Source: an optimization exercise on an open RTL-to-GDS flow (aim: small area). Production flows keep margins and buffers that such runs may drop. Function was checked by simulation only, so behaviour that the tests miss may differ from the original. No activity file was given, so power comes from the tool's default toggle rates.

==> flow/design.v <==
module Decoder_7_segment(
    input [3:0] in,
    output [6:0] seg
    );
    wire d3 = in[3], d2 = in[2], d1 = in[1], d0 = in[0];
    assign seg[0] = (d2 & d1 & d0) | (~d3 & ~d2 & ~d1);
    assign seg[1] = (~d2 & d1) | (d1 & d0) | (~d3 & ~d2 & d0);
    assign seg[2] = d0 | (d2 & ~d1);
    assign seg[3] = (d2 & ~d1 & ~d0) | (d2 & d1 & d0) | (~d3 & ~d2 & ~d1 & d0);
    assign seg[4] = ~d2 & d1 & ~d0;
    assign seg[5] = (~d3 & d2 & d1 & ~d0) | (d2 & ~d1 & d0);
    assign seg[6] = (d2 & ~d1 & ~d0) | (~d3 & ~d2 & ~d1 & d0);
endmodule
module Top_Module(
    input clk,
    input rst,   
    input sw,    
    input btnC,  
    input btnU,  
    input btnR,  
    output [6:0] seg,
    output [3:0] an,
    output [7:0] led
    );
    reg [5:0] z;
    reg [9:0] y;
    wire y_last  = (y == 10'b0100111101);    
    wire y_first = (y == 10'b0000000001);    
    wire rise = y_last  & (z[1:0] == 2'b01);
    wire pulse = y_first & (z[1:0] == 2'b11);
    always @(posedge clk)
        if (rst) begin
            z <= 6'd56;
            y <= 10'd0;
        end else begin
            z <= z + 1'b1;
            y <= y_last ? 10'd0 : {y[8:0], ~(y[9] ^ y[6])};
        end
    reg qc, dc, qu, du, qr, dr;
    always @(posedge clk)
        if (rst) begin
            {qc, dc, qu, du, qr, dr} <= 6'b0;
        end else if (rise) begin
            qc <= btnC; dc <= btnC & ~qc;
            qu <= btnU; du <= btnU & ~qu;
            qr <= btnR; dr <= btnR & ~qr;
        end
    wire clr   = dc;
    wire minup = pulse & dr;
    wire hrup  = pulse & du;
    reg [13:0] c;
    wire c_last = (c == 14'b00110000100101);    
    wire run  = sw & ~clr & ~minup & ~hrup;
    wire tick = run & c_last;
    always @(posedge clk)
        if (rst)
            c <= 14'd0;
        else if (run)
            c <= c_last ? 14'd0 : {c[12:0], ~(c[13] ^ c[12])};
    reg [3:0] s1, m1, h1;
    reg [2:0] s2, m2;
    reg [1:0] h2;
    wire s1_9 = (s1 == 4'd9);
    wire s59  = s1_9 & (s2 == 3'd5);
    wire m1_9 = (m1 == 4'd9);
    wire m59  = m1_9 & (m2 == 3'd5);
    wire h23  = (h2 == 2'd2) & (h1 == 4'd3);
    wire minc = minup | (tick & s59);
    wire hinc = (hrup & ~minup) | (tick & s59 & m59);
    always @(posedge clk)
        if (rst | clr) begin
            s1 <= 4'd0; s2 <= 3'd0;
            m1 <= 4'd0; m2 <= 3'd0;
            h1 <= 4'd0; h2 <= 2'd0;
        end else begin
            if (tick) begin
                s1 <= s1_9 ? 4'd0 : s1 + 1'b1;
                if (s1_9) s2 <= (s2 == 3'd5) ? 3'd0 : s2 + 1'b1;
            end
            if (minc) begin
                m1 <= m1_9 ? 4'd0 : m1 + 1'b1;
                if (m1_9) m2 <= (m2 == 3'd5) ? 3'd0 : m2 + 1'b1;
            end
            if (hinc) begin
                if (h23) begin
                    h1 <= 4'd0; h2 <= 2'd0;
                end else if (h1 == 4'd9) begin
                    h1 <= 4'd0; h2 <= h2 + 1'b1;
                end else
                    h1 <= h1 + 1'b1;
            end
        end
    assign led = {1'b0, s2, s1};
    reg [3:0] d;
    always @(posedge clk)
        if (rst)
            d <= 4'd14;
        else if (z[3:0] == 4'hf)
            case (z[5:4])
            2'd3: d <= {2'b00, h2};
            2'd0: d <= h1;
            2'd1: d <= {1'b0, m2};
            2'd2: d <= m1;
            endcase
    wire blank = d[3] & d[2];
    assign an = blank ? 4'b0000 : ~(4'b1000 >> z[5:4]);
    Decoder_7_segment dec (.in(d), .seg(seg));
endmodule
clock: 10.0 ns
lec_check: 0
abc_area: 1
cap_margin: 20
core_margin: 2
core_utilization: 40
place_density: 0.6
slew_margin: 20
run.sh (not shown) runs the stock make flow with config.mk's settings and CLKGATE_MAP_FILE= SYNTH_SCRIPT=/design/flow/synth_recipe.tcl, a recipe that flattens the netlist after the stock synthesis.
The starting point finished clean.
==> next run, changes <==
==> flow/flow/run.sh (new file) <==
#!/bin/bash
set -euo pipefail
W=$(pwd)
export MY_ABC_SCRIPT=$W/flow/abc_area_strong.script
SYN="SYNTH_SCRIPT=$W/flow/synth.tcl"
bash standard.sh "$SYN" synth > "$W/run_synth.log" 2>&1
bash standard.sh "$SYN" "BUFFER_PORTS_ARGS=-buffer_cell sky130_fd_sc_hd__buf_1" \
  "CTS_ARGS=-buf_list sky130_fd_sc_hd__clkbuf_16 -root_buf sky130_fd_sc_hd__clkbuf_16 -distance_between_buffers 1000 -dont_use_dummy_load -repair_clock_nets" \
  finish > "$W/run_finish.log" 2>&1
==> flow/flow/abc_area_strong.script (new file) <==
strash
balance -l
resub -K 6 -l
rewrite -l
resub -K 6 -N 2 -l
refactor -l
resub -K 8 -l
balance -l
resub -K 8 -N 2 -l
rewrite -l
resub -K 10 -l
rewrite -z -l
resub -K 10 -N 2 -l
balance -l
resub -K 12 -l
refactor -z -l
resub -K 12 -N 2 -l
rewrite -z -l
balance -l
dch -f
map -a
mfs2
strash
balance -l
resub -K 6 -l
rewrite -l
resub -K 6 -N 2 -l
refactor -l
resub -K 8 -l
balance -l
resub -K 8 -N 2 -l
rewrite -l
resub -K 10 -l
rewrite -z -l
resub -K 10 -N 2 -l
balance -l
resub -K 12 -l
refactor -z -l
resub -K 12 -N 2 -l
rewrite -z -l
balance -l
dch -f
map -a
topo
==> flow/flow/synth.tcl (new file) <==
# The standard synthesis script (synth_recipe.tcl), with one change: the
# combinational mapping runs abc_area_strong.script instead of ORFS's abc_area.script.
# Flip-flops are mapped before ABC runs, so the registers are the standard synthesis's.
proc synth {args} { yosys synth -nofsm -noshare {*}$args }
proc abc {args} {
  set i [lsearch -exact $args -script]
  if { $i >= 0 } {
    lset args [expr {$i + 1}] $::env(MY_ABC_SCRIPT)
  }
  yosys abc {*}$args
}
source $::env(SCRIPTS_DIR)/synth.tcl
# left out here: clear keep_hierarchy, flatten, clean up, hide names made inside functions, write 1_2_yosys.v
==> flow/standard.sh (new file) <==
#!/bin/bash
# synth_recipe.tcl (not shown) runs the flow's synth.tcl, then flattens the netlist and writes it again
# the make line also repeats each setting of config.mk as NAME=value (left out here)
make -C /OpenROAD-flow-scripts/flow DESIGN_CONFIG=/design/flow/config.mk WORK_HOME=/design/flow/orfs CLKGATE_MAP_FILE= SYNTH_SCRIPT=/design/flow/synth_recipe.tcl "${@:-finish}"
removed: flow/run.sh
=> Area after synthesis went down by about a fifth. Critical path depth grows by 9. Clock skew hardly moves.
==> next run, changes <==
==> flow/flow/run.sh (replaced) <==
#!/bin/bash
# Own layout flow: ORFS's standard flow (standard.sh), with
#  - synthesis using a stronger ABC area script (flow/synth.tcl),
#  - port buffers of the smallest buffer cell.
set -euo pipefail
W=$(pwd)
export MY_ABC_SCRIPT=$W/flow/abc_area_strong.script
SYN="SYNTH_SCRIPT=$W/flow/synth.tcl"
bash standard.sh "$SYN" synth > "$W/run_synth.log" 2>&1
bash standard.sh "$SYN" "BUFFER_PORTS_ARGS=-buffer_cell sky130_fd_sc_hd__buf_1" finish > "$W/run_finish.log" 2>&1
CTS_BUF_LIST = sky130_fd_sc_hd__clkbuf_4   (was default)
CTS_CLUSTER_DIAMETER = 500   (was default)
CTS_CLUSTER_SIZE = 100   (was default)
Outcome:
- The changed run produced a clean layout
- routed wire length decreases by 0.73%
- power went down by 24%
- core utilization fell by 2.3 points

[what the ideal ports hide]
How much do the figures lean on ideal ports? The routed layouts below were timed once more, with nothing changed but the port constraints. Step 1 assumes that a clkbuf_16 drives the clock port and a buf_2 every other input. Step 2 moves the port delays by t, midway between the first and last clock arrival at a register: inputs arrive t later, outputs are due t later. That takes back most of the time a late clock gives input paths. Three values: ideal, step 1, step 2; two values: the first two.
run | shift t [ns] | setup WS [ns] | hold WS [ns]
the first run | 0.362 | 5.683 / 5.690 / 5.328 | 0.430 / 0.430 / 0.430
the second run | 0.349 | 5.755 / 5.766 / 5.417 | 0.421 / 0.421 / 0.421
the third run | 0.419 | 5.831 / 5.836 / 5.417 | 0.425 / 0.425 / 0.425
After both steps setup and hold are still met in every run listed. For the third run, which loses most, drivers alone change the setup slack by +0.005 ns; drivers and shift together by -0.414 ns.
